Source: an optimization exercise on an open RTL-to-GDS flow (aim: small area and a short achievable clock period). Production flows keep margins and buffers that such runs may drop.
At most, simulation tests tie the RTL to the original design; equivalence was not proved.
Only the layout flow was run in run 1; the RTL was not checked for function there.
Power and IR drop assume default switching activity.

==> flow/design.v (outline; a module is shown in full before it is edited, if it fits) <==
// module mul8: 14 lines
// module mul16: 1091 lines
// module mul16_fa: 4 lines
// module mul16_cpa: 149 lines
// module mul16_xnor: 3 lines
module mul16(
    input clk,
    input logic[15:0] a,
    input logic[15:0] b,
    output logic[31:0] r
);
  // ...
==> flow/flow/run.sh <==
#!/bin/bash
set -uo pipefail
here=$(pwd)
export BUFFER_PORTS_ARGS="-buffer_cell sky130_fd_sc_hd__buf_4"
export PRE_RESIZE_TCL="$here/flow/outbuf.tcl"
bash standard.sh > standard.log 2>&1
==> flow/flow/outbuf.tcl <==
# Sourced by ORFS's resize.tcl before repair_design: the buffer that buffer_ports put on
# each output port becomes a sky130_fd_sc_hd__buf_1.
set n 0
foreach port [get_ports -filter "direction==output"] {
  set net [get_nets [get_full_name $port]]
  foreach pin [get_pins -of_objects $net -filter "direction==output"] {
    set inst [get_cells -of_objects $pin]
    if {[get_property $inst ref_name] eq "sky130_fd_sc_hd__buf_4"} {
      replace_cell $inst sky130_fd_sc_hd__buf_1
      incr n
    }
  }
}
puts "outbuf.tcl: $n output buffers made buf_1"
==> flow/standard.sh <==
#!/bin/bash
# synth_recipe.tcl (not shown) runs the flow's synth.tcl, then flattens the netlist and writes it again
# the make line also repeats each setting of config.mk as NAME=value (left out here)
make -C /OpenROAD-flow-scripts/flow DESIGN_CONFIG=/design/flow/config.mk WORK_HOME=/design/flow/orfs CLKGATE_MAP_FILE= SYNTH_SCRIPT=/design/flow/synth_recipe.tcl "${@:-finish}"
==> flow/config.mk <==
export PLATFORM = sky130hd
export DESIGN_NAME = mul16
export DESIGN_NICKNAME = mul16
export VERILOG_FILES = /design/flow/design.v
export SDC_FILE = /design/flow/constraint.sdc
export NUM_CORES = 4
export LEC_CHECK = 0
export CAP_MARGIN = 20
export CORE_MARGIN = 2
export CORE_UTILIZATION = 40
export CTS_BUF_LIST = sky130_fd_sc_hd__clkbuf_8
export CTS_CLUSTER_SIZE = 12
export SETUP_SLACK_MARGIN = 2.0
export SLEW_MARGIN = 20
export SYNTH_HIERARCHICAL = 1
export SYNTH_MINIMUM_KEEP_SIZE = 0
==> flow/constraint.sdc <==
create_clock -name core_clock -period 5.5 [get_ports {clk}]
set_input_delay 1.1000 -clock core_clock [delete_from_list [all_inputs] [get_ports {clk}]]
set_output_delay 1.1000 -clock core_clock [all_outputs]
set_load 0.01 [all_outputs]
==> results.toml, run 1 <==
[clocking]
ctsHoldBuffers = 0
clk_latency_ns = 0.40
cts-buffers-inserted = 9

[worst_setup_path]
setup.worst_path.class = "primary input to register"
crit_top_cell = "fa_2"
worstRegToRegCells = 10
path_depth = 7
cp_cell_sequence = "buf_4 -> nand2_1 -> fa_1 -> fa_2 -> fa_2 -> fa_1 -> fa_2"
crit_slowest_cell = "fa_1"
crit_fanout = 16
r2r-start = "q[30]"
crit_path_start = "b[7]"

[floorplan]
pin_count = 65
die_y_um = 151

[place]
pre_cts_ws_ns = 1.57
port_buffers = 64

[run_status]
outcome = "timing/DRC/antenna clean"

[sta]
slew_headroom = 0.669
post-route-min-period_ns = 3.45
fin_crit_sh = 0.627
setup_viol = 0

[drt]
highest_layer = "met4"

[cells_and_area]
regArea_um2 = 1900
drive_gt1_frac = 0.194
nFillCells = 2002
nNonClkBuffers = 64

[logic_synthesis]
yosys_warnings = 7

[power]
p_clk_w = 0.000472
p_leak_nw = 3.36

[min_path]
min_path_type = "register to register"
==> module mul16_cpa, before the edit <==
module mul16_cpa(input [25:0] gi, input [25:0] pi, output [24:0] co);
    wire g0 = gi[0] | pi[0];
    wire p0 = pi[0];
    wire g1 = gi[1];
    wire p1 = pi[1];
    wire g2 = gi[2];
    wire p2 = pi[2];
    wire g3 = gi[3];
    wire p3 = pi[3];
    wire g4 = gi[4];
    wire p4 = pi[4];
    wire g5 = gi[5];
    wire p5 = pi[5];
    wire g6 = gi[6];
    wire p6 = pi[6];
    wire g7 = gi[7];
    wire p7 = pi[7];
    wire g8 = gi[8];
    wire p8 = pi[8];
    wire g9 = gi[9];
    wire p9 = pi[9];
    wire g10 = gi[10];
    wire p10 = pi[10];
    wire g11 = gi[11];
    wire p11 = pi[11];
    wire g12 = gi[12];
    wire p12 = pi[12];
    wire g13 = gi[13];
    wire p13 = pi[13];
    wire g14 = gi[14];
    wire p14 = pi[14];
    wire g15 = gi[15];
    wire p15 = pi[15];
    wire g16 = gi[16];
    wire p16 = pi[16];
    wire g17 = gi[17];
    wire p17 = pi[17];
    wire g18 = gi[18];
    wire p18 = pi[18];
    wire g19 = gi[19];
    wire p19 = pi[19];
    wire g20 = gi[20];
    wire p20 = pi[20];
    wire g21 = gi[21];
    wire p21 = pi[21];
    wire g22 = gi[22];
    wire p22 = pi[22];
    wire g23 = gi[23];
    wire p23 = pi[23];
    wire g24 = gi[24];
    wire p24 = pi[24];
    wire g25 = gi[25];
    wire p25 = pi[25];
    wire G1 = g1 | (p1 & g0);
    wire P1 = p1 & p0;
    wire G2 = g2 | (p2 & G1);
    wire P2 = p2 & P1;
    wire G3 = g3 | (p3 & G2);
    wire P3 = p3 & P2;
    wire G4 = g5 | (p5 & g4);
    wire P4 = p5 & p4;
    wire G5 = g4 | (p4 & G3);
    wire P5 = p4 & P3;
    wire G6 = G4 | (P4 & G3);
    wire P6 = P4 & P3;
    wire G7 = g7 | (p7 & g6);
    wire P7 = p7 & p6;
    wire G8 = g8 | (p8 & G7);
    wire P8 = p8 & P7;
    wire G9 = g9 | (p9 & G8);
    wire P9 = p9 & P8;
    wire G10 = g10 | (p10 & G9);
    wire P10 = p10 & P9;
    wire G11 = g6 | (p6 & G6);
    wire P11 = p6 & P6;
    wire G12 = G7 | (P7 & G6);
    wire P12 = P7 & P6;
    wire G13 = G8 | (P8 & G6);
    wire P13 = P8 & P6;
    wire G14 = G9 | (P9 & G6);
    wire P14 = P9 & P6;
    wire G15 = G10 | (P10 & G6);
    wire P15 = P10 & P6;
    wire G16 = g12 | (p12 & g11);
    wire P16 = p12 & p11;
    wire G17 = g14 | (p14 & g13);
    wire P17 = p14 & p13;
    wire G18 = g15 | (p15 & G17);
    wire P18 = p15 & P17;
    wire G19 = g13 | (p13 & G16);
    wire P19 = p13 & P16;
    wire G20 = G17 | (P17 & G16);
    wire P20 = P17 & P16;
    wire G21 = G18 | (P18 & G16);
    wire P21 = P18 & P16;
    wire G22 = g11 | (p11 & G15);
    wire P22 = p11 & P15;
    wire G23 = G16 | (P16 & G15);
    wire P23 = P16 & P15;
    wire G24 = G19 | (P19 & G15);
    wire P24 = P19 & P15;
    wire G25 = G20 | (P20 & G15);
    wire P25 = P20 & P15;
    wire G26 = G21 | (P21 & G15);
    wire P26 = P21 & P15;
    wire G27 = g17 | (p17 & g16);
    wire P27 = p17 & p16;
    wire G28 = g18 | (p18 & G27);
    wire P28 = p18 & P27;
    wire G29 = g19 | (p19 & G28);
    wire P29 = p19 & P28;
    wire G30 = g20 | (p20 & G29);
    wire P30 = p20 & P29;
    wire G31 = g21 | (p21 & G30);
    wire P31 = p21 & P30;
    wire G32 = g23 | (p23 & g22);
    wire P32 = p23 & p22;
    wire G33 = g22 | (p22 & G31);
    wire P33 = p22 & P31;
    wire G34 = G32 | (P32 & G31);
    wire P34 = P32 & P31;
    wire G35 = g25 | (p25 & g24);
    wire P35 = p25 & p24;
    wire G36 = g24 | (p24 & G34);
    wire P36 = p24 & P34;
    wire G37 = G35 | (P35 & G34);
    wire P37 = P35 & P34;
    wire G38 = g16 | (p16 & G26);
    wire P38 = p16 & P26;
    wire G39 = G27 | (P27 & G26);
    wire P39 = P27 & P26;
    wire G40 = G28 | (P28 & G26);
    wire P40 = P28 & P26;
    wire G41 = G29 | (P29 & G26);
    wire P41 = P29 & P26;
    wire G42 = G30 | (P30 & G26);
    wire P42 = P30 & P26;
    wire G43 = G31 | (P31 & G26);
    wire P43 = P31 & P26;
    wire G44 = G33 | (P33 & G26);
    wire P44 = P33 & P26;
    wire G45 = G34 | (P34 & G26);
    wire P45 = P34 & P26;
    wire G46 = G36 | (P36 & G26);
    wire P46 = P36 & P26;
    wire G47 = G37 | (P37 & G26);
    wire P47 = P37 & P26;
    assign co = {G46, G45, G44, G43, G42, G41, G40, G39, G38, G26, G25, G24, G23, G22, G15, G14, G13, G12, G11, G6, G5, G3, G2, G1, g0};
endmodule
==> inputs of run 2 (changes only) <==
--- a/flow/design.v
+++ b/flow/design.v
@@ -458,108 +458,117 @@
     wire s363, c364;
     wire s365, c366;
     wire s367, c368;
     wire s369, c370;
     wire s371, c372;
     wire s373, c374;
     wire s375, c376;
     wire s377, c378;
-    wire s379, c380;
-    wire s381, c382;
-    wire s383, c384;
-    wire s385, c386;
-    wire s387, c388;
-    wire s389, c390;
-    wire s391, c392;
-    wire s393, c394;
-    wire s395, c396;
-    wire s460, c461;
-    wire s462, c463;
-    wire s464, c465;
-    wire s466, c467;
-    wire s468, c469;
-    wire s470, c471;
-    wire s472, c473;
-    wire s474, c475;
-    wire s476, c477;
-    wire s478, c479;
-    wire s480, c481;
-    wire s482, c483;
-    wire s484, c485;
-    wire s486, c487;
-    wire s488, c489;
-    wire s490, c491;
-    wire s492, c493;
-    logic [62:0] q;
-    wire q397 = q[0];
-    wire q398 = q[1];
-    wire q399 = q[2];
-    wire q400 = q[3];
-    wire q401 = q[4];
-    wire q402 = q[5];
-    wire q403 = q[6];
-    wire q404 = q[7];
-    wire q405 = q[8];
-    wire q406 = q[9];
-    wire q407 = q[10];
-    wire q408 = q[11];
-    wire q409 = q[12];
-    wire q410 = q[13];
-    wire q411 = q[14];
-    wire q412 = q[15];
-    wire q413 = q[16];
-    wire q414 = q[17];
-    wire q415 = q[18];
-    wire q416 = q[19];
-    wire q417 = q[20];
-    wire q418 = q[21];
-    wire q419 = q[22];
-    wire q420 = q[23];
-    wire q421 = q[24];
-    wire q422 = q[25];
-    wire q423 = q[26];
-    wire q424 = q[27];
-    wire q425 = q[28];
-    wire q426 = q[29];
-    wire q427 = q[30];
-    wire q428 = q[31];
-    wire q429 = q[32];
-    wire q430 = q[33];
-    wire q431 = q[34];
-    wire q432 = q[35];
-    wire q433 = q[36];
-    wire q434 = q[37];
-    wire q435 = q[38];
-    wire q436 = q[39];
-    wire q437 = q[40];
-    wire q438 = q[41];
-    wire q439 = q[42];
-    wire q440 = q[43];
-    wire q441 = q[44];
-    wire q442 = q[45];
-    wire q443 = q[46];
-    wire q444 = q[47];
-    wire q445 = q[48];
-    wire q446 = q[49];
-    wire q447 = q[50];
-    wire q448 = q[51];
-    wire q449 = q[52];
-    wire q450 = q[53];
-    wire q451 = q[54];
-    wire q452 = q[55];
-    wire q453 = q[56];
-    wire q454 = q[57];
-    wire q455 = q[58];
-    wire q456 = q[59];
-    wire q457 = q[60];
-    wire q458 = q[61];
-    wire q459 = q[62];
-    wire [31:0] xn = {1'b1, q458, q456, q454, q452, q450, q448, q446, q444, q443, c491, c489, c487, s486, c483, c479, s478, s474, s472, s470, s468, s466, s464, s462, q407, q403, q402, q401, q400, q399, q398, q397};
-    wire [31:0] yn = {1'b1, q459, q457, q455, q453, q451, q449, q447, q445, c493, s492, s490, s488, c485, s484, s482, s476, c473, c471, c469, c467, c465, c463, c461, s460, q404, 1'b1, 1'b1, 1'b1, 1'b1, 1'b1, 1'b1};
+    wire s451, c452;
+    wire s453, c454;
+    wire s455, c456;
+    wire s457, c458;
+    wire s459, c460;
+    wire s461, c462;
+    wire s463, c464;
+    wire s465, c466;
+    wire s467, c468;
+    wire s469, c470;
+    wire s471, c472;
+    wire s473, c474;
+    wire s475, c476;
+    wire s477, c478;
+    wire s479, c480;
+    wire s481, c482;
+    wire s483, c484;
+    wire s485, c486;
+    wire s487, c488;
+    wire s489, c490;
+    wire s491, c492;
+    wire s493, c494;
+    wire s495, c496;
+    wire s497, c498;
+    wire s499, c500;
+    wire s501, c502;
+    logic [71:0] q;
+    wire q379 = q[0];
+    wire q380 = q[1];
+    wire q381 = q[2];
+    wire q382 = q[3];
+    wire q383 = q[4];
+    wire q384 = q[5];
+    wire q385 = q[6];
+    wire q386 = q[7];
+    wire q387 = q[8];
+    wire q388 = q[9];
+    wire q389 = q[10];
+    wire q390 = q[11];
+    wire q391 = q[12];
+    wire q392 = q[13];
+    wire q393 = q[14];
+    wire q394 = q[15];
+    wire q395 = q[16];
+    wire q396 = q[17];
+    wire q397 = q[18];
+    wire q398 = q[19];
+    wire q399 = q[20];
+    wire q400 = q[21];
+    wire q401 = q[22];
+    wire q402 = q[23];
+    wire q403 = q[24];
+    wire q404 = q[25];
+    wire q405 = q[26];
+    wire q406 = q[27];
+    wire q407 = q[28];
+    wire q408 = q[29];
+    wire q409 = q[30];
+    wire q410 = q[31];
+    wire q411 = q[32];
+    wire q412 = q[33];
+    wire q413 = q[34];
+    wire q414 = q[35];
+    wire q415 = q[36];
+    wire q416 = q[37];
+    wire q417 = q[38];
+    wire q418 = q[39];
+    wire q419 = q[40];
+    wire q420 = q[41];
+    wire q421 = q[42];
+    wire q422 = q[43];
+    wire q423 = q[44];
+    wire q424 = q[45];
+    wire q425 = q[46];
+    wire q426 = q[47];
+    wire q427 = q[48];
+    wire q428 = q[49];
+    wire q429 = q[50];
+    wire q430 = q[51];
+    wire q431 = q[52];
+    wire q432 = q[53];
+    wire q433 = q[54];
+    wire q434 = q[55];
+    wire q435 = q[56];
+    wire q436 = q[57];
+    wire q437 = q[58];
+    wire q438 = q[59];
+    wire q439 = q[60];
+    wire q440 = q[61];
+    wire q441 = q[62];
+    wire q442 = q[63];
+    wire q443 = q[64];
+    wire q444 = q[65];
+    wire q445 = q[66];
+    wire q446 = q[67];
+    wire q447 = q[68];
+    wire q448 = q[69];
+    wire q449 = q[70];
+    wire q450 = q[71];
+    wire [31:0] xn = {1'b1, q449, q447, q445, q443, q441, q440, c500, c498, c496, s495, s493, c488, c484, c480, s479, s475, s471, c464, s463, s459, s457, s455, s453, q389, q385, q384, q383, q382, q381, q380, q379};
+    wire [31:0] yn = {1'b1, q450, q448, q446, q444, q442, c502, s501, s499, s497, c494, c492, s491, s487, s483, c476, c472, c468, s467, s461, c458, c456, c454, c452, s451, q386, 1'b1, 1'b1, 1'b1, 1'b1, 1'b1, 1'b1};
     assign pp0_0 = ~(a[0] & b[0]);
     assign pp0_1 = ~(a[0] & b[1]);
     assign pp0_2 = ~(a[0] & b[2]);
     assign pp0_3 = ~(a[0] & b[3]);
     assign pp0_4 = ~(a[0] & b[4]);
     assign pp0_5 = ~(a[0] & b[5]);
     assign pp0_6 = ~(a[0] & b[6]);
     assign pp0_7 = ~(a[0] & b[7]);
@@ -875,177 +884,177 @@
     mul16_fa us113 (.x(pp3_9), .y(pp4_8), .z(pp5_7), .s(s113), .c(c114));
     mul16_fa us115 (.x(pp6_6), .y(pp7_5), .z(pp8_4), .s(s115), .c(c116));
     mul16_fa us117 (.x(pp9_3), .y(pp10_2), .z(pp11_1), .s(s117), .c(c118));
     mul16_fa us119 (.x(pp12_0), .y(c94), .z(c96), .s(s119), .c(c120));
     mul16_fa us121 (.x(c98), .y(c100), .z(s111), .s(s121), .c(c122));
     mul16_fa us123 (.x(s113), .y(s115), .z(s117), .s(s123), .c(c124));
     mul16_fa us125 (.x(c102), .y(s119), .z(c104), .s(s125), .c(c126));
     mul16_fa us127 (.x(s121), .y(s123), .z(c106), .s(s127), .c(c128));
-    mul16_fa us129 (.x(s125), .y(c108), .z(s127), .s(s129), .c(c130));
-    mul16_fa us131 (.x(pp0_13), .y(pp1_12), .z(pp2_11), .s(s131), .c(c132));
-    mul16_fa us133 (.x(pp3_10), .y(pp4_9), .z(pp5_8), .s(s133), .c(c134));
-    mul16_fa us135 (.x(pp6_7), .y(pp7_6), .z(pp8_5), .s(s135), .c(c136));
-    mul16_fa us137 (.x(pp9_4), .y(pp10_3), .z(pp11_2), .s(s137), .c(c138));
-    mul16_fa us139 (.x(pp12_1), .y(pp13_0), .z(c112), .s(s139), .c(c140));
-    mul16_fa us141 (.x(c114), .y(c116), .z(c118), .s(s141), .c(c142));
-    mul16_fa us143 (.x(s131), .y(s133), .z(s135), .s(s143), .c(c144));
-    mul16_fa us145 (.x(s137), .y(c120), .z(s139), .s(s145), .c(c146));
-    mul16_fa us147 (.x(c122), .y(c124), .z(s141), .s(s147), .c(c148));
-    mul16_fa us149 (.x(s143), .y(c126), .z(s145), .s(s149), .c(c150));
-    mul16_fa us151 (.x(s147), .y(c128), .z(s149), .s(s151), .c(c152));
-    mul16_fa us153 (.x(pp0_14), .y(pp1_13), .z(pp2_12), .s(s153), .c(c154));
-    mul16_fa us155 (.x(pp3_11), .y(pp4_10), .z(pp5_9), .s(s155), .c(c156));
-    mul16_fa us157 (.x(pp6_8), .y(pp7_7), .z(pp8_6), .s(s157), .c(c158));
-    mul16_fa us159 (.x(pp9_5), .y(pp10_4), .z(pp11_3), .s(s159), .c(c160));
-    mul16_fa us161 (.x(pp12_2), .y(pp13_1), .z(pp14_0), .s(s161), .c(c162));
-    mul16_fa us163 (.x(c132), .y(c134), .z(c136), .s(s163), .c(c164));
-    mul16_fa us165 (.x(c138), .y(s153), .z(s155), .s(s165), .c(c166));
-    mul16_fa us167 (.x(s157), .y(s159), .z(s161), .s(s167), .c(c168));
-    mul16_fa us169 (.x(c140), .y(c142), .z(c144), .s(s169), .c(c170));
-    mul16_fa us171 (.x(s163), .y(s165), .z(s167), .s(s171), .c(c172));
-    mul16_fa us173 (.x(c146), .y(c148), .z(s169), .s(s173), .c(c174));
-    mul16_fa us175 (.x(s171), .y(c150), .z(s173), .s(s175), .c(c176));
-    mul16_fa us177 (.x(pp0_15), .y(pp1_14), .z(pp2_13), .s(s177), .c(c178));
-    mul16_fa us179 (.x(pp3_12), .y(pp4_11), .z(pp5_10), .s(s179), .c(c180));
-    mul16_fa us181 (.x(pp6_9), .y(pp7_8), .z(pp8_7), .s(s181), .c(c182));
-    mul16_fa us183 (.x(pp9_6), .y(pp10_5), .z(pp11_4), .s(s183), .c(c184));
-    mul16_fa us185 (.x(pp12_3), .y(pp13_2), .z(pp14_1), .s(s185), .c(c186));
-    mul16_fa us187 (.x(pp15_0), .y(c154), .z(c156), .s(s187), .c(c188));
-    mul16_fa us189 (.x(c158), .y(c160), .z(c162), .s(s189), .c(c190));
-    mul16_fa us191 (.x(s177), .y(s179), .z(s181), .s(s191), .c(c192));
-    mul16_fa us193 (.x(s183), .y(s185), .z(c164), .s(s193), .c(c194));
-    mul16_fa us195 (.x(c166), .y(s187), .z(c168), .s(s195), .c(c196));
-    mul16_fa us197 (.x(s189), .y(s191), .z(s193), .s(s197), .c(c198));
-    mul16_fa us199 (.x(c170), .y(c172), .z(s195), .s(s199), .c(c200));
-    mul16_fa us201 (.x(pp1_15), .y(pp2_14), .z(pp3_13), .s(s201), .c(c202));
-    mul16_fa us203 (.x(pp4_12), .y(pp5_11), .z(pp6_10), .s(s203), .c(c204));
-    mul16_fa us205 (.x(pp7_9), .y(pp8_8), .z(pp9_7), .s(s205), .c(c206));
-    mul16_fa us207 (.x(pp10_6), .y(pp11_5), .z(pp12_4), .s(s207), .c(c208));
-    mul16_fa us209 (.x(pp13_3), .y(pp14_2), .z(pp15_1), .s(s209), .c(c210));
-    mul16_fa us211 (.x(c178), .y(c180), .z(c182), .s(s211), .c(c212));
-    mul16_fa us213 (.x(c184), .y(c186), .z(s201), .s(s213), .c(c214));
-    mul16_fa us215 (.x(s203), .y(s205), .z(s207), .s(s215), .c(c216));
-    mul16_fa us217 (.x(s209), .y(c188), .z(c190), .s(s217), .c(c218));
-    mul16_fa us219 (.x(c192), .y(s211), .z(s213), .s(s219), .c(c220));
-    mul16_fa us221 (.x(s215), .y(c194), .z(s217), .s(s221), .c(c222));
-    mul16_fa us223 (.x(c196), .y(s219), .z(c198), .s(s223), .c(c224));
-    mul16_fa us225 (.x(pp2_15), .y(pp3_14), .z(pp4_13), .s(s225), .c(c226));
-    mul16_fa us227 (.x(pp5_12), .y(pp6_11), .z(pp7_10), .s(s227), .c(c228));
-    mul16_fa us229 (.x(pp8_9), .y(pp9_8), .z(pp10_7), .s(s229), .c(c230));
-    mul16_fa us231 (.x(pp11_6), .y(pp12_5), .z(pp13_4), .s(s231), .c(c232));
-    mul16_fa us233 (.x(pp14_3), .y(pp15_2), .z(c202), .s(s233), .c(c234));
-    mul16_fa us235 (.x(c204), .y(c206), .z(c208), .s(s235), .c(c236));
-    mul16_fa us237 (.x(c210), .y(s225), .z(s227), .s(s237), .c(c238));
-    mul16_fa us239 (.x(s229), .y(s231), .z(c212), .s(s239), .c(c240));
-    mul16_fa us241 (.x(s233), .y(c214), .z(c216), .s(s241), .c(c242));
-    mul16_fa us243 (.x(s235), .y(s237), .z(c218), .s(s243), .c(c244));
-    mul16_fa us245 (.x(s239), .y(c220), .z(s241), .s(s245), .c(c246));
-    mul16_fa us247 (.x(c222), .y(s243), .z(s245), .s(s247), .c(c248));
-    mul16_fa us249 (.x(pp3_15), .y(pp4_14), .z(pp5_13), .s(s249), .c(c250));
-    mul16_fa us251 (.x(pp6_12), .y(pp7_11), .z(pp8_10), .s(s251), .c(c252));
-    mul16_fa us253 (.x(pp9_9), .y(pp10_8), .z(pp11_7), .s(s253), .c(c254));
-    mul16_fa us255 (.x(pp12_6), .y(pp13_5), .z(pp14_4), .s(s255), .c(c256));
-    mul16_fa us257 (.x(pp15_3), .y(c226), .z(c228), .s(s257), .c(c258));
-    mul16_fa us259 (.x(c230), .y(c232), .z(s249), .s(s259), .c(c260));
-    mul16_fa us261 (.x(s251), .y(s253), .z(s255), .s(s261), .c(c262));
-    mul16_fa us263 (.x(c234), .y(c236), .z(c238), .s(s263), .c(c264));
-    mul16_fa us265 (.x(s257), .y(s259), .z(s261), .s(s265), .c(c266));
-    mul16_fa us267 (.x(c240), .y(c242), .z(s263), .s(s267), .c(c268));
-    mul16_fa us269 (.x(s265), .y(c244), .z(c246), .s(s269), .c(c270));
-    mul16_fa us271 (.x(pp4_15), .y(pp5_14), .z(pp6_13), .s(s271), .c(c272));
-    mul16_fa us273 (.x(pp7_12), .y(pp8_11), .z(pp9_10), .s(s273), .c(c274));
-    mul16_fa us275 (.x(pp10_9), .y(pp11_8), .z(pp12_7), .s(s275), .c(c276));
-    mul16_fa us277 (.x(pp13_6), .y(pp14_5), .z(pp15_4), .s(s277), .c(c278));
-    mul16_fa us279 (.x(c250), .y(c252), .z(c254), .s(s279), .c(c280));
-    mul16_fa us281 (.x(c256), .y(s271), .z(s273), .s(s281), .c(c282));
-    mul16_fa us283 (.x(s275), .y(s277), .z(c258), .s(s283), .c(c284));
-    mul16_fa us285 (.x(c260), .y(c262), .z(s279), .s(s285), .c(c286));
-    mul16_fa us287 (.x(s281), .y(s283), .z(c264), .s(s287), .c(c288));
-    mul16_fa us289 (.x(c266), .y(s285), .z(c268), .s(s289), .c(c290));
-    mul16_fa us291 (.x(pp5_15), .y(pp6_14), .z(pp7_13), .s(s291), .c(c292));
-    mul16_fa us293 (.x(pp8_12), .y(pp9_11), .z(pp10_10), .s(s293), .c(c294));
-    mul16_fa us295 (.x(pp11_9), .y(pp12_8), .z(pp13_7), .s(s295), .c(c296));
-    mul16_fa us297 (.x(pp14_6), .y(pp15_5), .z(c272), .s(s297), .c(c298));
-    mul16_fa us299 (.x(c274), .y(c276), .z(c278), .s(s299), .c(c300));
-    mul16_fa us301 (.x(s291), .y(s293), .z(s295), .s(s301), .c(c302));
-    mul16_fa us303 (.x(c280), .y(s297), .z(c282), .s(s303), .c(c304));
-    mul16_fa us305 (.x(s299), .y(s301), .z(c284), .s(s305), .c(c306));
-    mul16_fa us307 (.x(c286), .y(s303), .z(s305), .s(s307), .c(c308));
-    mul16_fa us309 (.x(pp6_15), .y(pp7_14), .z(pp8_13), .s(s309), .c(c310));
-    mul16_fa us311 (.x(pp9_12), .y(pp10_11), .z(pp11_10), .s(s311), .c(c312));
-    mul16_fa us313 (.x(pp12_9), .y(pp13_8), .z(pp14_7), .s(s313), .c(c314));
-    mul16_fa us315 (.x(pp15_6), .y(c292), .z(c294), .s(s315), .c(c316));
-    mul16_fa us317 (.x(c296), .y(s309), .z(s311), .s(s317), .c(c318));
-    mul16_fa us319 (.x(s313), .y(c298), .z(c300), .s(s319), .c(c320));
-    mul16_fa us321 (.x(s315), .y(c302), .z(s317), .s(s321), .c(c322));
-    mul16_fa us323 (.x(c304), .y(s319), .z(s321), .s(s323), .c(c324));
-    mul16_fa us325 (.x(pp7_15), .y(pp8_14), .z(pp9_13), .s(s325), .c(c326));
-    mul16_fa us327 (.x(pp10_12), .y(pp11_11), .z(pp12_10), .s(s327), .c(c328));
-    mul16_fa us329 (.x(pp13_9), .y(pp14_8), .z(pp15_7), .s(s329), .c(c330));
-    mul16_fa us331 (.x(c310), .y(c312), .z(c314), .s(s331), .c(c332));
-    mul16_fa us333 (.x(s325), .y(s327), .z(s329), .s(s333), .c(c334));
-    mul16_fa us335 (.x(c316), .y(c318), .z(s331), .s(s335), .c(c336));
-    mul16_fa us337 (.x(s333), .y(c320), .z(c322), .s(s337), .c(c338));
-    mul16_fa us339 (.x(s335), .y(c324), .z(s337), .s(s339), .c(c340));
-    mul16_fa us341 (.x(pp8_15), .y(pp9_14), .z(pp10_13), .s(s341), .c(c342));
-    mul16_fa us343 (.x(pp11_12), .y(pp12_11), .z(pp13_10), .s(s343), .c(c344));
-    mul16_fa us345 (.x(pp14_9), .y(pp15_8), .z(c326), .s(s345), .c(c346));
-    mul16_fa us347 (.x(c328), .y(c330), .z(s341), .s(s347), .c(c348));
-    mul16_fa us349 (.x(s343), .y(c332), .z(s345), .s(s349), .c(c350));
-    mul16_fa us351 (.x(c334), .y(s347), .z(c336), .s(s351), .c(c352));
-    mul16_fa us353 (.x(s349), .y(c338), .z(s351), .s(s353), .c(c354));
-    mul16_fa us355 (.x(pp9_15), .y(pp10_14), .z(pp11_13), .s(s355), .c(c356));
-    mul16_fa us357 (.x(pp12_12), .y(pp13_11), .z(pp14_10), .s(s357), .c(c358));
-    mul16_fa us359 (.x(pp15_9), .y(c342), .z(c344), .s(s359), .c(c360));
-    mul16_fa us361 (.x(s355), .y(s357), .z(c346), .s(s361), .c(c362));
-    mul16_fa us363 (.x(c348), .y(s359), .z(c350), .s(s363), .c(c364));
-    mul16_fa us365 (.x(s361), .y(c352), .z(s363), .s(s365), .c(c366));
-    mul16_fa us367 (.x(pp10_15), .y(pp11_14), .z(pp12_13), .s(s367), .c(c368));
-    mul16_fa us369 (.x(pp13_12), .y(pp14_11), .z(pp15_10), .s(s369), .c(c370));
-    mul16_fa us371 (.x(c356), .y(c358), .z(s367), .s(s371), .c(c372));
-    mul16_fa us373 (.x(s369), .y(c360), .z(s371), .s(s373), .c(c374));
-    mul16_fa us375 (.x(c362), .y(s373), .z(c364), .s(s375), .c(c376));
-    mul16_fa us377 (.x(pp11_15), .y(pp12_14), .z(pp13_13), .s(s377), .c(c378));
-    mul16_fa us379 (.x(pp14_12), .y(pp15_11), .z(c368), .s(s379), .c(c380));
-    mul16_fa us381 (.x(c370), .y(s377), .z(s379), .s(s381), .c(c382));
-    mul16_fa us383 (.x(c372), .y(s381), .z(c374), .s(s383), .c(c384));
-    mul16_fa us385 (.x(pp12_15), .y(pp13_14), .z(pp14_13), .s(s385), .c(c386));
-    mul16_fa us387 (.x(pp15_12), .y(c378), .z(s385), .s(s387), .c(c388));
-    mul16_fa us389 (.x(c380), .y(s387), .z(c382), .s(s389), .c(c390));
-    mul16_fa us391 (.x(pp13_15), .y(pp14_14), .z(pp15_13), .s(s391), .c(c392));
-    mul16_fa us393 (.x(c386), .y(s391), .z(c388), .s(s393), .c(c394));
-    mul16_fa us395 (.x(pp14_15), .y(pp15_14), .z(c392), .s(s395), .c(c396));
-    mul16_xnor us460 (.x(q405), .y(q406), .s(s460));
-    assign c461 = q405 | q406;
-    mul16_xnor us462 (.x(q408), .y(q409), .s(s462));
-    assign c463 = q408 | q409;
-    mul16_xnor us464 (.x(q410), .y(q411), .s(s464));
-    assign c465 = q410 | q411;
-    mul16_xnor us466 (.x(q412), .y(q413), .s(s466));
-    assign c467 = q412 | q413;
-    mul16_xnor us468 (.x(q414), .y(q415), .s(s468));
-    assign c469 = q414 | q415;
-    mul16_xnor us470 (.x(q416), .y(q417), .s(s470));
-    assign c471 = q416 | q417;
-    mul16_xnor us472 (.x(q418), .y(q419), .s(s472));
-    assign c473 = q418 | q419;
-    mul16_xnor us474 (.x(q420), .y(q421), .s(s474));
-    assign c475 = q420 | q421;
-    mul16_fa us476 (.x(q422), .y(q423), .z(q424), .s(s476), .c(c477));
-    mul16_xnor us478 (.x(q425), .y(c475), .s(s478));
-    assign c479 = q425 | c475;
-    mul16_fa us480 (.x(q426), .y(q427), .z(q428), .s(s480), .c(c481));
-    mul16_xnor us482 (.x(c477), .y(s480), .s(s482));
-    assign c483 = c477 | s480;
-    mul16_fa us484 (.x(q429), .y(q430), .z(c481), .s(s484), .c(c485));
-    mul16_fa us486 (.x(q431), .y(q432), .z(q433), .s(s486), .c(c487));
-    mul16_fa us488 (.x(q434), .y(q435), .z(q436), .s(s488), .c(c489));
-    mul16_fa us490 (.x(q437), .y(q438), .z(q439), .s(s490), .c(c491));
-    mul16_fa us492 (.x(q440), .y(q441), .z(q442), .s(s492), .c(c493));
+    mul16_fa us129 (.x(pp0_13), .y(pp1_12), .z(pp2_11), .s(s129), .c(c130));
+    mul16_fa us131 (.x(pp3_10), .y(pp4_9), .z(pp5_8), .s(s131), .c(c132));
+    mul16_fa us133 (.x(pp6_7), .y(pp7_6), .z(pp8_5), .s(s133), .c(c134));
+    mul16_fa us135 (.x(pp9_4), .y(pp10_3), .z(pp11_2), .s(s135), .c(c136));
+    mul16_fa us137 (.x(pp12_1), .y(pp13_0), .z(c112), .s(s137), .c(c138));
+    mul16_fa us139 (.x(c114), .y(c116), .z(c118), .s(s139), .c(c140));
+    mul16_fa us141 (.x(s129), .y(s131), .z(s133), .s(s141), .c(c142));
+    mul16_fa us143 (.x(s135), .y(c120), .z(s137), .s(s143), .c(c144));
+    mul16_fa us145 (.x(c122), .y(c124), .z(s139), .s(s145), .c(c146));
+    mul16_fa us147 (.x(s141), .y(c126), .z(s143), .s(s147), .c(c148));
+    mul16_fa us149 (.x(pp0_14), .y(pp1_13), .z(pp2_12), .s(s149), .c(c150));
+    mul16_fa us151 (.x(pp3_11), .y(pp4_10), .z(pp5_9), .s(s151), .c(c152));
+    mul16_fa us153 (.x(pp6_8), .y(pp7_7), .z(pp8_6), .s(s153), .c(c154));
+    mul16_fa us155 (.x(pp9_5), .y(pp10_4), .z(pp11_3), .s(s155), .c(c156));
+    mul16_fa us157 (.x(pp12_2), .y(pp13_1), .z(pp14_0), .s(s157), .c(c158));
+    mul16_fa us159 (.x(c130), .y(c132), .z(c134), .s(s159), .c(c160));
+    mul16_fa us161 (.x(c136), .y(s149), .z(s151), .s(s161), .c(c162));
+    mul16_fa us163 (.x(s153), .y(s155), .z(s157), .s(s163), .c(c164));
+    mul16_fa us165 (.x(c138), .y(c140), .z(c142), .s(s165), .c(c166));
+    mul16_fa us167 (.x(s159), .y(s161), .z(s163), .s(s167), .c(c168));
+    mul16_fa us169 (.x(c144), .y(c146), .z(s165), .s(s169), .c(c170));
+    mul16_fa us171 (.x(pp0_15), .y(pp1_14), .z(pp2_13), .s(s171), .c(c172));
+    mul16_fa us173 (.x(pp3_12), .y(pp4_11), .z(pp5_10), .s(s173), .c(c174));
+    mul16_fa us175 (.x(pp6_9), .y(pp7_8), .z(pp8_7), .s(s175), .c(c176));
+    mul16_fa us177 (.x(pp9_6), .y(pp10_5), .z(pp11_4), .s(s177), .c(c178));
+    mul16_fa us179 (.x(pp12_3), .y(pp13_2), .z(pp14_1), .s(s179), .c(c180));
+    mul16_fa us181 (.x(pp15_0), .y(c150), .z(c152), .s(s181), .c(c182));
+    mul16_fa us183 (.x(c154), .y(c156), .z(c158), .s(s183), .c(c184));
+    mul16_fa us185 (.x(s171), .y(s173), .z(s175), .s(s185), .c(c186));
+    mul16_fa us187 (.x(s177), .y(s179), .z(c160), .s(s187), .c(c188));
+    mul16_fa us189 (.x(c162), .y(s181), .z(c164), .s(s189), .c(c190));
+    mul16_fa us191 (.x(s183), .y(s185), .z(s187), .s(s191), .c(c192));
+    mul16_fa us193 (.x(c166), .y(c168), .z(s189), .s(s193), .c(c194));
+    mul16_fa us195 (.x(pp1_15), .y(pp2_14), .z(pp3_13), .s(s195), .c(c196));
+    mul16_fa us197 (.x(pp4_12), .y(pp5_11), .z(pp6_10), .s(s197), .c(c198));
+    mul16_fa us199 (.x(pp7_9), .y(pp8_8), .z(pp9_7), .s(s199), .c(c200));
+    mul16_fa us201 (.x(pp10_6), .y(pp11_5), .z(pp12_4), .s(s201), .c(c202));
+    mul16_fa us203 (.x(pp13_3), .y(pp14_2), .z(pp15_1), .s(s203), .c(c204));
+    mul16_fa us205 (.x(c172), .y(c174), .z(c176), .s(s205), .c(c206));
+    mul16_fa us207 (.x(c178), .y(c180), .z(s195), .s(s207), .c(c208));
+    mul16_fa us209 (.x(s197), .y(s199), .z(s201), .s(s209), .c(c210));
+    mul16_fa us211 (.x(s203), .y(c182), .z(c184), .s(s211), .c(c212));
+    mul16_fa us213 (.x(c186), .y(s205), .z(s207), .s(s213), .c(c214));
+    mul16_fa us215 (.x(s209), .y(c188), .z(s211), .s(s215), .c(c216));
+    mul16_fa us217 (.x(c190), .y(s213), .z(c192), .s(s217), .c(c218));
+    mul16_fa us219 (.x(pp2_15), .y(pp3_14), .z(pp4_13), .s(s219), .c(c220));
+    mul16_fa us221 (.x(pp5_12), .y(pp6_11), .z(pp7_10), .s(s221), .c(c222));
+    mul16_fa us223 (.x(pp8_9), .y(pp9_8), .z(pp10_7), .s(s223), .c(c224));
+    mul16_fa us225 (.x(pp11_6), .y(pp12_5), .z(pp13_4), .s(s225), .c(c226));
+    mul16_fa us227 (.x(pp14_3), .y(pp15_2), .z(c196), .s(s227), .c(c228));
+    mul16_fa us229 (.x(c198), .y(c200), .z(c202), .s(s229), .c(c230));
+    mul16_fa us231 (.x(c204), .y(s219), .z(s221), .s(s231), .c(c232));
+    mul16_fa us233 (.x(s223), .y(s225), .z(c206), .s(s233), .c(c234));
+    mul16_fa us235 (.x(s227), .y(c208), .z(c210), .s(s235), .c(c236));
+    mul16_fa us237 (.x(s229), .y(s231), .z(c212), .s(s237), .c(c238));
+    mul16_fa us239 (.x(s233), .y(c214), .z(s235), .s(s239), .c(c240));
+    mul16_fa us241 (.x(pp3_15), .y(pp4_14), .z(pp5_13), .s(s241), .c(c242));
+    mul16_fa us243 (.x(pp6_12), .y(pp7_11), .z(pp8_10), .s(s243), .c(c244));
+    mul16_fa us245 (.x(pp9_9), .y(pp10_8), .z(pp11_7), .s(s245), .c(c246));
+    mul16_fa us247 (.x(pp12_6), .y(pp13_5), .z(pp14_4), .s(s247), .c(c248));
+    mul16_fa us249 (.x(pp15_3), .y(c220), .z(c222), .s(s249), .c(c250));
+    mul16_fa us251 (.x(c224), .y(c226), .z(s241), .s(s251), .c(c252));
+    mul16_fa us253 (.x(s243), .y(s245), .z(s247), .s(s253), .c(c254));
+    mul16_fa us255 (.x(c228), .y(c230), .z(c232), .s(s255), .c(c256));
+    mul16_fa us257 (.x(s249), .y(s251), .z(s253), .s(s257), .c(c258));
+    mul16_fa us259 (.x(c234), .y(c236), .z(s255), .s(s259), .c(c260));
+    mul16_fa us261 (.x(pp4_15), .y(pp5_14), .z(pp6_13), .s(s261), .c(c262));
+    mul16_fa us263 (.x(pp7_12), .y(pp8_11), .z(pp9_10), .s(s263), .c(c264));
+    mul16_fa us265 (.x(pp10_9), .y(pp11_8), .z(pp12_7), .s(s265), .c(c266));
+    mul16_fa us267 (.x(pp13_6), .y(pp14_5), .z(pp15_4), .s(s267), .c(c268));
+    mul16_fa us269 (.x(c242), .y(c244), .z(c246), .s(s269), .c(c270));
+    mul16_fa us271 (.x(c248), .y(s261), .z(s263), .s(s271), .c(c272));
+    mul16_fa us273 (.x(s265), .y(s267), .z(c250), .s(s273), .c(c274));
+    mul16_fa us275 (.x(c252), .y(c254), .z(s269), .s(s275), .c(c276));
+    mul16_fa us277 (.x(s271), .y(s273), .z(c256), .s(s277), .c(c278));
+    mul16_fa us279 (.x(pp5_15), .y(pp6_14), .z(pp7_13), .s(s279), .c(c280));
+    mul16_fa us281 (.x(pp8_12), .y(pp9_11), .z(pp10_10), .s(s281), .c(c282));
+    mul16_fa us283 (.x(pp11_9), .y(pp12_8), .z(pp13_7), .s(s283), .c(c284));
+    mul16_fa us285 (.x(pp14_6), .y(pp15_5), .z(c262), .s(s285), .c(c286));
+    mul16_fa us287 (.x(c264), .y(c266), .z(c268), .s(s287), .c(c288));
+    mul16_fa us289 (.x(s279), .y(s281), .z(s283), .s(s289), .c(c290));
+    mul16_fa us291 (.x(c270), .y(s285), .z(c272), .s(s291), .c(c292));
+    mul16_fa us293 (.x(s287), .y(s289), .z(c274), .s(s293), .c(c294));
+    mul16_fa us295 (.x(c276), .y(s291), .z(s293), .s(s295), .c(c296));
+    mul16_fa us297 (.x(pp6_15), .y(pp7_14), .z(pp8_13), .s(s297), .c(c298));
+    mul16_fa us299 (.x(pp9_12), .y(pp10_11), .z(pp11_10), .s(s299), .c(c300));
+    mul16_fa us301 (.x(pp12_9), .y(pp13_8), .z(pp14_7), .s(s301), .c(c302));
+    mul16_fa us303 (.x(pp15_6), .y(c280), .z(c282), .s(s303), .c(c304));
+    mul16_fa us305 (.x(c284), .y(s297), .z(s299), .s(s305), .c(c306));
+    mul16_fa us307 (.x(s301), .y(c286), .z(c288), .s(s307), .c(c308));
+    mul16_fa us309 (.x(s303), .y(c290), .z(s305), .s(s309), .c(c310));
+    mul16_fa us311 (.x(c292), .y(s307), .z(s309), .s(s311), .c(c312));
+    mul16_fa us313 (.x(pp7_15), .y(pp8_14), .z(pp9_13), .s(s313), .c(c314));
+    mul16_fa us315 (.x(pp10_12), .y(pp11_11), .z(pp12_10), .s(s315), .c(c316));
+    mul16_fa us317 (.x(pp13_9), .y(pp14_8), .z(pp15_7), .s(s317), .c(c318));
+    mul16_fa us319 (.x(c298), .y(c300), .z(c302), .s(s319), .c(c320));
+    mul16_fa us321 (.x(s313), .y(s315), .z(s317), .s(s321), .c(c322));
+    mul16_fa us323 (.x(c304), .y(c306), .z(s319), .s(s323), .c(c324));
+    mul16_fa us325 (.x(s321), .y(c308), .z(c310), .s(s325), .c(c326));
+    mul16_fa us327 (.x(pp8_15), .y(pp9_14), .z(pp10_13), .s(s327), .c(c328));
+    mul16_fa us329 (.x(pp11_12), .y(pp12_11), .z(pp13_10), .s(s329), .c(c330));
+    mul16_fa us331 (.x(pp14_9), .y(pp15_8), .z(c314), .s(s331), .c(c332));
+    mul16_fa us333 (.x(c316), .y(c318), .z(s327), .s(s333), .c(c334));
+    mul16_fa us335 (.x(s329), .y(c320), .z(s331), .s(s335), .c(c336));
+    mul16_fa us337 (.x(c322), .y(s333), .z(c324), .s(s337), .c(c338));
+    mul16_fa us339 (.x(pp9_15), .y(pp10_14), .z(pp11_13), .s(s339), .c(c340));
+    mul16_fa us341 (.x(pp12_12), .y(pp13_11), .z(pp14_10), .s(s341), .c(c342));
+    mul16_fa us343 (.x(pp15_9), .y(c328), .z(c330), .s(s343), .c(c344));
+    mul16_fa us345 (.x(s339), .y(s341), .z(c332), .s(s345), .c(c346));
+    mul16_fa us347 (.x(c334), .y(s343), .z(c336), .s(s347), .c(c348));
+    mul16_fa us349 (.x(pp10_15), .y(pp11_14), .z(pp12_13), .s(s349), .c(c350));
+    mul16_fa us351 (.x(pp13_12), .y(pp14_11), .z(pp15_10), .s(s351), .c(c352));
+    mul16_fa us353 (.x(c340), .y(c342), .z(s349), .s(s353), .c(c354));
+    mul16_fa us355 (.x(s351), .y(c344), .z(s353), .s(s355), .c(c356));
+    mul16_fa us357 (.x(c346), .y(s355), .z(c348), .s(s357), .c(c358));
+    mul16_fa us359 (.x(pp11_15), .y(pp12_14), .z(pp13_13), .s(s359), .c(c360));
+    mul16_fa us361 (.x(pp14_12), .y(pp15_11), .z(c350), .s(s361), .c(c362));
+    mul16_fa us363 (.x(c352), .y(s359), .z(s361), .s(s363), .c(c364));
+    mul16_fa us365 (.x(c354), .y(s363), .z(c356), .s(s365), .c(c366));
+    mul16_fa us367 (.x(pp12_15), .y(pp13_14), .z(pp14_13), .s(s367), .c(c368));
+    mul16_fa us369 (.x(pp15_12), .y(c360), .z(s367), .s(s369), .c(c370));
+    mul16_fa us371 (.x(c362), .y(s369), .z(c364), .s(s371), .c(c372));
+    mul16_fa us373 (.x(pp13_15), .y(pp14_14), .z(pp15_13), .s(s373), .c(c374));
+    mul16_fa us375 (.x(c368), .y(s373), .z(c370), .s(s375), .c(c376));
+    mul16_fa us377 (.x(pp14_15), .y(pp15_14), .z(c374), .s(s377), .c(c378));
+    mul16_xnor us451 (.x(q387), .y(q388), .s(s451));
+    assign c452 = q387 | q388;
+    mul16_xnor us453 (.x(q390), .y(q391), .s(s453));
+    assign c454 = q390 | q391;
+    mul16_xnor us455 (.x(q392), .y(q393), .s(s455));
+    assign c456 = q392 | q393;
+    mul16_xnor us457 (.x(q394), .y(q395), .s(s457));
+    assign c458 = q394 | q395;
+    mul16_xnor us459 (.x(q396), .y(q397), .s(s459));
+    assign c460 = q396 | q397;
+    mul16_fa us461 (.x(q398), .y(q399), .z(q400), .s(s461), .c(c462));
+    mul16_xnor us463 (.x(q401), .y(c460), .s(s463));
+    assign c464 = q401 | c460;
+    mul16_fa us465 (.x(q402), .y(q403), .z(q404), .s(s465), .c(c466));
+    mul16_xnor us467 (.x(c462), .y(s465), .s(s467));
+    assign c468 = c462 | s465;
+    mul16_fa us469 (.x(q405), .y(q406), .z(q407), .s(s469), .c(c470));
+    mul16_xnor us471 (.x(c466), .y(s469), .s(s471));
+    assign c472 = c466 | s469;
+    mul16_fa us473 (.x(q408), .y(q409), .z(q410), .s(s473), .c(c474));
+    mul16_xnor us475 (.x(c470), .y(s473), .s(s475));
+    assign c476 = c470 | s473;
+    mul16_fa us477 (.x(q411), .y(q412), .z(q413), .s(s477), .c(c478));
+    mul16_xnor us479 (.x(c474), .y(s477), .s(s479));
+    assign c480 = c474 | s477;
+    mul16_fa us481 (.x(q414), .y(q415), .z(q416), .s(s481), .c(c482));
+    mul16_fa us483 (.x(q417), .y(c478), .z(s481), .s(s483), .c(c484));
+    mul16_fa us485 (.x(q418), .y(q419), .z(q420), .s(s485), .c(c486));
+    mul16_fa us487 (.x(q421), .y(c482), .z(s485), .s(s487), .c(c488));
+    mul16_fa us489 (.x(q422), .y(q423), .z(q424), .s(s489), .c(c490));
+    mul16_fa us491 (.x(q425), .y(c486), .z(s489), .s(s491), .c(c492));
+    mul16_fa us493 (.x(q426), .y(q427), .z(c490), .s(s493), .c(c494));
+    mul16_fa us495 (.x(q428), .y(q429), .z(q430), .s(s495), .c(c496));
+    mul16_fa us497 (.x(q431), .y(q432), .z(q433), .s(s497), .c(c498));
+    mul16_fa us499 (.x(q434), .y(q435), .z(q436), .s(s499), .c(c500));
+    mul16_fa us501 (.x(q437), .y(q438), .z(q439), .s(s501), .c(c502));
     wire [25:0] cg, cp, cs;
     assign cg[0] = xn[6] & yn[6];
     assign cp[0] = xn[6] ^ yn[6];
     assign cg[1] = xn[7] & yn[7];
     assign cp[1] = xn[7] ^ yn[7];
     assign cg[2] = xn[8] & yn[8];
     assign cp[2] = xn[8] ^ yn[8];
     assign cg[3] = xn[9] & yn[9];
@@ -1094,17 +1103,17 @@
     assign cp[24] = xn[30] ^ yn[30];
     assign cg[25] = xn[31] & yn[31];
     assign cp[25] = xn[31] ^ yn[31];
     mul16_cpa ucpa (.gi(cg), .pi(cp), .co(cco));
     wire [24:0] cco;
     assign cs = {~(cp[25] ^ cco[24]), ~(cp[24] ^ cco[23]), ~(cp[23] ^ cco[22]), ~(cp[22] ^ cco[21]), ~(cp[21] ^ cco[20]), ~(cp[20] ^ cco[19]), ~(cp[19] ^ cco[18]), ~(cp[18] ^ cco[17]), ~(cp[17] ^ cco[16]), ~(cp[16] ^ cco[15]), ~(cp[15] ^ cco[14]), ~(cp[14] ^ cco[13]), ~(cp[13] ^ cco[12]), ~(cp[12] ^ cco[11]), ~(cp[11] ^ cco[10]), ~(cp[10] ^ cco[9]), ~(cp[9] ^ cco[8]), ~(cp[8] ^ cco[7]), ~(cp[7] ^ cco[6]), ~(cp[6] ^ cco[5]), ~(cp[5] ^ cco[4]), ~(cp[4] ^ cco[3]), ~(cp[3] ^ cco[2]), ~(cp[2] ^ cco[1]), ~(cp[1] ^ cco[0]), cp[0]};
     wire [31:0] sum = {cs, ~xn[5], ~xn[4], ~xn[3], ~xn[2], ~xn[1], ~xn[0]};
     always_ff @(posedge clk) begin
-        q <= {c396, pp15_15, c394, s395, c390, s393, c384, s389, c376, s383, s375, c366, s365, c354, s353, c340, s339, c308, s323, c306, c290, s307, c288, s289, c270, s287, s269, c248, s267, s247, c224, s223, c200, s221, c176, s199, c174, s197, s175, c152, s151, c130, s129, c110, s109, c92, s91, c76, s75, c62, s61, c50, c40, s49, c38, s39, c30, s29, s19, s11, s5, s1, pp0_0};
+        q <= {c378, pp15_15, c376, s377, c372, s375, c366, s371, c358, s365, s357, s347, c338, s345, s337, c326, s335, s325, c312, s323, c296, s311, c294, s295, c278, s277, c260, s275, c258, s259, c240, c238, s257, c218, s239, s237, c216, s217, c194, s215, s193, c170, s191, s169, c148, s167, s147, c128, s145, c110, s127, c108, s125, s109, c92, s91, c76, s75, c62, s61, c50, c40, s49, c38, s39, c30, s29, s19, s11, s5, s1, pp0_0};
         r <= sum;
     end
 endmodule
 module mul16_fa(input x, input y, input z, output s, output c);
     assign s = x ^ y ^ z;
     assign c = (x & y) | (x & z) | (y & z);
 endmodule
 module mul16_cpa(input [25:0] gi, input [25:0] pi, output [24:0] co);
@@ -1163,99 +1172,115 @@
     wire G1 = g1 | (p1 & g0);
     wire P1 = p1 & p0;
     wire G2 = g2 | (p2 & G1);
     wire P2 = p2 & P1;
     wire G3 = g3 | (p3 & G2);
     wire P3 = p3 & P2;
     wire G4 = g5 | (p5 & g4);
     wire P4 = p5 & p4;
-    wire G5 = g4 | (p4 & G3);
-    wire P5 = p4 & P3;
-    wire G6 = G4 | (P4 & G3);
-    wire P6 = P4 & P3;
-    wire G7 = g7 | (p7 & g6);
-    wire P7 = p7 & p6;
-    wire G8 = g8 | (p8 & G7);
-    wire P8 = p8 & P7;
-    wire G9 = g9 | (p9 & G8);
-    wire P9 = p9 & P8;
-    wire G10 = g10 | (p10 & G9);
-    wire P10 = p10 & P9;
-    wire G11 = g6 | (p6 & G6);
-    wire P11 = p6 & P6;
-    wire G12 = G7 | (P7 & G6);
-    wire P12 = P7 & P6;
-    wire G13 = G8 | (P8 & G6);
-    wire P13 = P8 & P6;
-    wire G14 = G9 | (P9 & G6);
-    wire P14 = P9 & P6;
-    wire G15 = G10 | (P10 & G6);
-    wire P15 = P10 & P6;
-    wire G16 = g12 | (p12 & g11);
-    wire P16 = p12 & p11;
-    wire G17 = g14 | (p14 & g13);
-    wire P17 = p14 & p13;
-    wire G18 = g15 | (p15 & G17);
-    wire P18 = p15 & P17;
-    wire G19 = g13 | (p13 & G16);
-    wire P19 = p13 & P16;
-    wire G20 = G17 | (P17 & G16);
-    wire P20 = P17 & P16;
-    wire G21 = G18 | (P18 & G16);
-    wire P21 = P18 & P16;
-    wire G22 = g11 | (p11 & G15);
-    wire P22 = p11 & P15;
-    wire G23 = G16 | (P16 & G15);
-    wire P23 = P16 & P15;
-    wire G24 = G19 | (P19 & G15);
-    wire P24 = P19 & P15;
-    wire G25 = G20 | (P20 & G15);
-    wire P25 = P20 & P15;
-    wire G26 = G21 | (P21 & G15);
-    wire P26 = P21 & P15;
-    wire G27 = g17 | (p17 & g16);
-    wire P27 = p17 & p16;
-    wire G28 = g18 | (p18 & G27);
-    wire P28 = p18 & P27;
-    wire G29 = g19 | (p19 & G28);
-    wire P29 = p19 & P28;
-    wire G30 = g20 | (p20 & G29);
-    wire P30 = p20 & P29;
-    wire G31 = g21 | (p21 & G30);
-    wire P31 = p21 & P30;
-    wire G32 = g23 | (p23 & g22);
-    wire P32 = p23 & p22;
-    wire G33 = g22 | (p22 & G31);
-    wire P33 = p22 & P31;
-    wire G34 = G32 | (P32 & G31);
-    wire P34 = P32 & P31;
-    wire G35 = g25 | (p25 & g24);
-    wire P35 = p25 & p24;
-    wire G36 = g24 | (p24 & G34);
-    wire P36 = p24 & P34;
-    wire G37 = G35 | (P35 & G34);
-    wire P37 = P35 & P34;
-    wire G38 = g16 | (p16 & G26);
-    wire P38 = p16 & P26;
-    wire G39 = G27 | (P27 & G26);
-    wire P39 = P27 & P26;
-    wire G40 = G28 | (P28 & G26);
-    wire P40 = P28 & P26;
-    wire G41 = G29 | (P29 & G26);
-    wire P41 = P29 & P26;
-    wire G42 = G30 | (P30 & G26);
-    wire P42 = P30 & P26;
-    wire G43 = G31 | (P31 & G26);
-    wire P43 = P31 & P26;
-    wire G44 = G33 | (P33 & G26);
-    wire P44 = P33 & P26;
-    wire G45 = G34 | (P34 & G26);
-    wire P45 = P34 & P26;
-    wire G46 = G36 | (P36 & G26);
-    wire P46 = P36 & P26;
-    wire G47 = G37 | (P37 & G26);
-    wire P47 = P37 & P26;
-    assign co = {G46, G45, G44, G43, G42, G41, G40, G39, G38, G26, G25, G24, G23, G22, G15, G14, G13, G12, G11, G6, G5, G3, G2, G1, g0};
+    wire G5 = g6 | (p6 & G4);
+    wire P5 = p6 & P4;
+    wire G6 = g4 | (p4 & G3);
+    wire P6 = p4 & P3;
+    wire G7 = G4 | (P4 & G3);
+    wire P7 = P4 & P3;
+    wire G8 = G5 | (P5 & G3);
+    wire P8 = P5 & P3;
+    wire G9 = g8 | (p8 & g7);
+    wire P9 = p8 & p7;
+    wire G10 = g7 | (p7 & G8);
+    wire P10 = p7 & P8;
+    wire G11 = G9 | (P9 & G8);
+    wire P11 = P9 & P8;
+    wire G12 = g10 | (p10 & g9);
+    wire P12 = p10 & p9;
+    wire G13 = g11 | (p11 & G12);
+    wire P13 = p11 & P12;
+    wire G14 = g9 | (p9 & G11);
+    wire P14 = p9 & P11;
+    wire G15 = G12 | (P12 & G11);
+    wire P15 = P12 & P11;
+    wire G16 = G13 | (P13 & G11);
+    wire P16 = P13 & P11;
+    wire G17 = g13 | (p13 & g12);
+    wire P17 = p13 & p12;
+    wire G18 = g15 | (p15 & g14);
+    wire P18 = p15 & p14;
+    wire G19 = g16 | (p16 & G18);
+    wire P19 = p16 & P18;
+    wire G20 = g14 | (p14 & G17);
+    wire P20 = p14 & P17;
+    wire G21 = G18 | (P18 & G17);
+    wire P21 = P18 & P17;
+    wire G22 = G19 | (P19 & G17);
+    wire P22 = P19 & P17;
+    wire G23 = g18 | (p18 & g17);
+    wire P23 = p18 & p17;
+    wire G24 = g19 | (p19 & G23);
+    wire P24 = p19 & P23;
+    wire G25 = g20 | (p20 & G24);
+    wire P25 = p20 & P24;
+    wire G26 = g21 | (p21 & G25);
+    wire P26 = p21 & P25;
+    wire G27 = g23 | (p23 & g22);
+    wire P27 = p23 & p22;
+    wire G28 = g22 | (p22 & G26);
+    wire P28 = p22 & P26;
+    wire G29 = G27 | (P27 & G26);
+    wire P29 = P27 & P26;
+    wire G30 = g25 | (p25 & g24);
+    wire P30 = p25 & p24;
+    wire G31 = g24 | (p24 & G29);
+    wire P31 = p24 & P29;
+    wire G32 = G30 | (P30 & G29);
+    wire P32 = P30 & P29;
+    wire G33 = g17 | (p17 & G22);
+    wire P33 = p17 & P22;
+    wire G34 = G23 | (P23 & G22);
+    wire P34 = P23 & P22;
+    wire G35 = G24 | (P24 & G22);
+    wire P35 = P24 & P22;
+    wire G36 = G25 | (P25 & G22);
+    wire P36 = P25 & P22;
+    wire G37 = G26 | (P26 & G22);
+    wire P37 = P26 & P22;
+    wire G38 = G28 | (P28 & G22);
+    wire P38 = P28 & P22;
+    wire G39 = G29 | (P29 & G22);
+    wire P39 = P29 & P22;
+    wire G40 = G31 | (P31 & G22);
+    wire P40 = P31 & P22;
+    wire G41 = G32 | (P32 & G22);
+    wire P41 = P32 & P22;
+    wire G42 = g12 | (p12 & G16);
+    wire P42 = p12 & P16;
+    wire G43 = G17 | (P17 & G16);
+    wire P43 = P17 & P16;
+    wire G44 = G20 | (P20 & G16);
+    wire P44 = P20 & P16;
+    wire G45 = G21 | (P21 & G16);
+    wire P45 = P21 & P16;
+    wire G46 = G22 | (P22 & G16);
+    wire P46 = P22 & P16;
+    wire G47 = G33 | (P33 & G16);
+    wire P47 = P33 & P16;
+    wire G48 = G34 | (P34 & G16);
+    wire P48 = P34 & P16;
+    wire G49 = G35 | (P35 & G16);
+    wire P49 = P35 & P16;
+    wire G50 = G36 | (P36 & G16);
+    wire P50 = P36 & P16;
+    wire G51 = G37 | (P37 & G16);
+    wire P51 = P37 & P16;
+    wire G52 = G38 | (P38 & G16);
+    wire P52 = P38 & P16;
+    wire G53 = G39 | (P39 & G16);
+    wire P53 = P39 & P16;
+    wire G54 = G40 | (P40 & G16);
+    wire P54 = P40 & P16;
+    wire G55 = G41 | (P41 & G16);
+    wire P55 = P41 & P16;
+    assign co = {G54, G53, G52, G51, G50, G49, G48, G47, G46, G45, G44, G43, G42, G16, G15, G14, G11, G10, G8, G7, G6, G3, G2, G1, g0};
 endmodule
 module mul16_xnor(input x, input y, output s);
     assign s = ~(x ^ y);
 endmodule
--- a/flow/config.mk
+++ b/flow/config.mk
@@ -5,12 +5,12 @@
 export SDC_FILE = /design/flow/constraint.sdc
 export NUM_CORES = 4
 export LEC_CHECK = 0
 export CAP_MARGIN = 20
 export CORE_MARGIN = 2
 export CORE_UTILIZATION = 40
 export CTS_BUF_LIST = sky130_fd_sc_hd__clkbuf_8
 export CTS_CLUSTER_SIZE = 12
-export SETUP_SLACK_MARGIN = 2.0
+export SETUP_SLACK_MARGIN = 2.25
 export SLEW_MARGIN = 20
 export SYNTH_HIERARCHICAL = 1
 export SYNTH_MINIMUM_KEEP_SIZE = 0
==> run 2 against run 1 <==
Still clean. Hold slack gained 0.014 ns. Register-to-register slack is essentially flat. Sequential share of layout area grew 1.6 points. Clock power grew about 10%. Via count grew 0.18%. Fmax grew 7.7%. Clock-buffer cell count is the same. Wire length grew 2.7%. Global-route usage shrank 0.25 points. Clock skew shrank 0.0047 ns. Die area grew 1.6%. Critical path type unchanged.
==> results.toml, run 2 <==
[clocking]
cts-buffers-inserted = 9
clk_latency_ns = 0.40
clockRootBuffer = "clkbuf_8"
clock-sinks = 104
cts_tree = "built"
ctsHoldBuffers = 0
clockBufferDepth = 2
htreeDepth = 3
cts.reportedPaths.clkPinSlew_ns = 0.11

[logic_synthesis]
avgSynthCellArea_um2 = 10.9
syn_area_um2 = 8760
yosys_warnings = 7
synthCells = 805
syn_nets = 1063

[min_path]
min_path_type = "register to register"

[drt]
drt_iter0_markers = 366
first_pass_iters = 4
vias_per_cell = 5.06
wl_per_cell_um = 18.5
dr_total_vias = 5448
drc_errors = 0
finalWirelength_um = 19900
ant_nets = 0

[sta]
slew_violations = 0
clock_skew_ns = 0.0165
max_freq_mhz = 312
setup_viol = 0
tns_ns = 0
rsz0062_at_grt = "true"
finalHoldViolations = 0
slew_headroom = 0.583
worstMarginPinSlew_ns = 0.623
fin_crit_sh = 0.582
post-route-min-period_ns = 3.20

[cells_and_area]
top_regs = "q x72, r x32"
nNetsFinal = 1050
final_common_cell = "nand2_1"
layout_common_cells = "nand2_1, fa_1, dfxtp_1"
antenna_cells = 0
top_register = "q"
syn2layout_area_growth_pct = 8.77
drive_gt1_frac = 0.212
largest_reg_flops = 72

[worst_setup_path]
cp_cell_sequence = "buf_4 -> nand2_1 -> fa_2 -> fa_2 -> fa_2 -> fa_1 -> fa_1"
crit_top_cell = "fa_2"
crit_slowest_cell = "fa_1"
required_ns = 5.78
crit_fanout = 16
critPathMaxStageDelay_ns = 0.50
critPathArrivalTime_ns = 3.48
crit_path_end_kind = "register"
cp-start-kind = "primary input"
setup.worst_path.class = "primary input to register"

[global_route]
grt-ovfl-total = 0
grt_max_degree = 20
grtUsageMet3 = 0.0471
met1_usage = 0.252
grt_pass1_vias = 6075
grt_pass1_wl_um = 32800
antenna_found_initial = 0
grt_usage = 0.184
grt_use_met2 = 0.291
busiest_layer = "met2"

[power]
pwr_density_cell_nw_per_um2 = 607
p_int_w = 0.00331
peakVddDrop_v = 0.000352
p_sw_w = 0.00247
p_sw_frac = 0.427
power_frac_comb = 0.685
p_leak_nw = 3.39
p_seq_frac = 0.226
report.power.total_w = 0.00578
pwr-share-clk = 0.090

[floorplan]
fp.dieW_um = 152
dieArea_um2 = 23100
pin_count = 65
num_rows = 54
coreArea_um2 = 21700
die_y_um = 152
initial_utilization = 0.404

[place]
place_congestion = 0.836
place_hpwl_um = 14700
port_buffers = 64

[run_status]
outcome = "timing/DRC/antenna clean"

[job]
cap_violations = 0
==> run 2: worst max-delay path: cells and delay by family <==
| kind | cells | cell delay [ns] |
|---|---|---|
| and+or+nand+nor | 1 | 0.12 |
| adders and majority gates | 5 | 2.03 |
| buffers and inverters | 1 | 0.23 |
==> run 2: metal layers <==
metal	routed length (um)	share of wire
met5	0	0
met4	323	0.016
met3	1380	0.069
met2	9360	0.47
met1	8830	0.44
==> run 2: metrics by stage <==
| stage | worst slack, ns | hold slack (ns) | cells | util | instance area [um2] |
|---|---|---|---|---|---|
| finish | 2.30 | 0.366 | 1077 | 0.439 | 9530 |
| global route | 2.15 | 0.379 | 1077 | 0.439 | 9530 |
| CTS | 2.27 | 0.372 | 1076 | 0.437 | 9490 |
| detailed placement | 1.88 | 0.344 | 1060 | 0.427 | 9250 |
| global placement | 1.88 | 0.341 | 1060 | 0.432 | 9370 |
| floorplan | 2.01 | 0.338 | 805 | - | 9560 |
==> run 2: what timing repair did <==
action / 4_1_cts / 5_1_grt
endpoints found under the setup margin: 1 / 5
gates cloned: 0 / 0
pin swaps: 2 / 9
setup buffers: 0 / 1
gates resized for setup: 3 / 9
==> run 2: power by group through the flow <==
| stage | Sequential (W) | Combinational, W | Clock [W] |
|---|---|---|---|
| 6_report | 0.00131 | 0.00396 | 0.000519 |
| 5_1_grt | 0.00135 | 0.00452 | 0.000564 |
| 4_1_cts | 0.00131 | 0.00397 | 0.000536 |
| 3_5_place_dp | 0.00133 | 0.00382 | 0 |
| 3_3_place_gp | 0.00133 | 0.00385 | 0 |
| 2_1_floorplan | 0.00136 | 0.00353 | 0 |
==> run 2: final timing paths <==
| kind | slack [ns] | end | start | depth (start not counted) |
|---|---|---|---|---|
| min | 0.37 | r[5] | q[5] | 1 |
| max | 2.30 | q[48] | a[2] | 7 |
| max reg2reg | 2.33 | r[30] | q[35] | 10 |
| min reg2reg | 0.37 | r[5] | q[5] | 1 |
==> run 2: layout make-up <==
cell class	instances	area, um2
fill	2034	12200
sequential	104	2080
clock inverter	7	83.8
clock buffer	9	124
tap	280	350
timing repair buffer	65	390
inverter	10	37.5
multi-input combinational	602	6460

## port drivers added, routing unchanged
The results above use ideal ports. As a check the final layouts listed here were re-extracted and re-timed, cells and wires unchanged.
Step 1 (the two cells are an assumption about what drives the block):
set clk [get_ports {clk}]
set_driving_cell -lib_cell sky130_fd_sc_hd__clkbuf_16 $clk
set_driving_cell -lib_cell sky130_fd_sc_hd__buf_2 [delete_from_list [all_inputs] $clk]
Step 2, shift: input delay + t, output delay - t, t = (earliest + latest rising clock arrival at the registers) / 2. This alone moves slack from input paths to output paths.
Three values: ideal ports, drivers, drivers and shift; two values: the first two.
run | t, ns | setup slack, ns | worst data-port slew with drivers (ns)
run 1 | 0.427 | 2.053 / 2.065 / 1.637 | 0.05
run 2 | 0.429 | 2.298 / 2.300 / 1.871 | 0.04
After both steps every run listed still meets setup and hold. The setup slack of run 2, which loses most, moves by +0.002 ns with the drivers and by -0.427 ns with both steps.
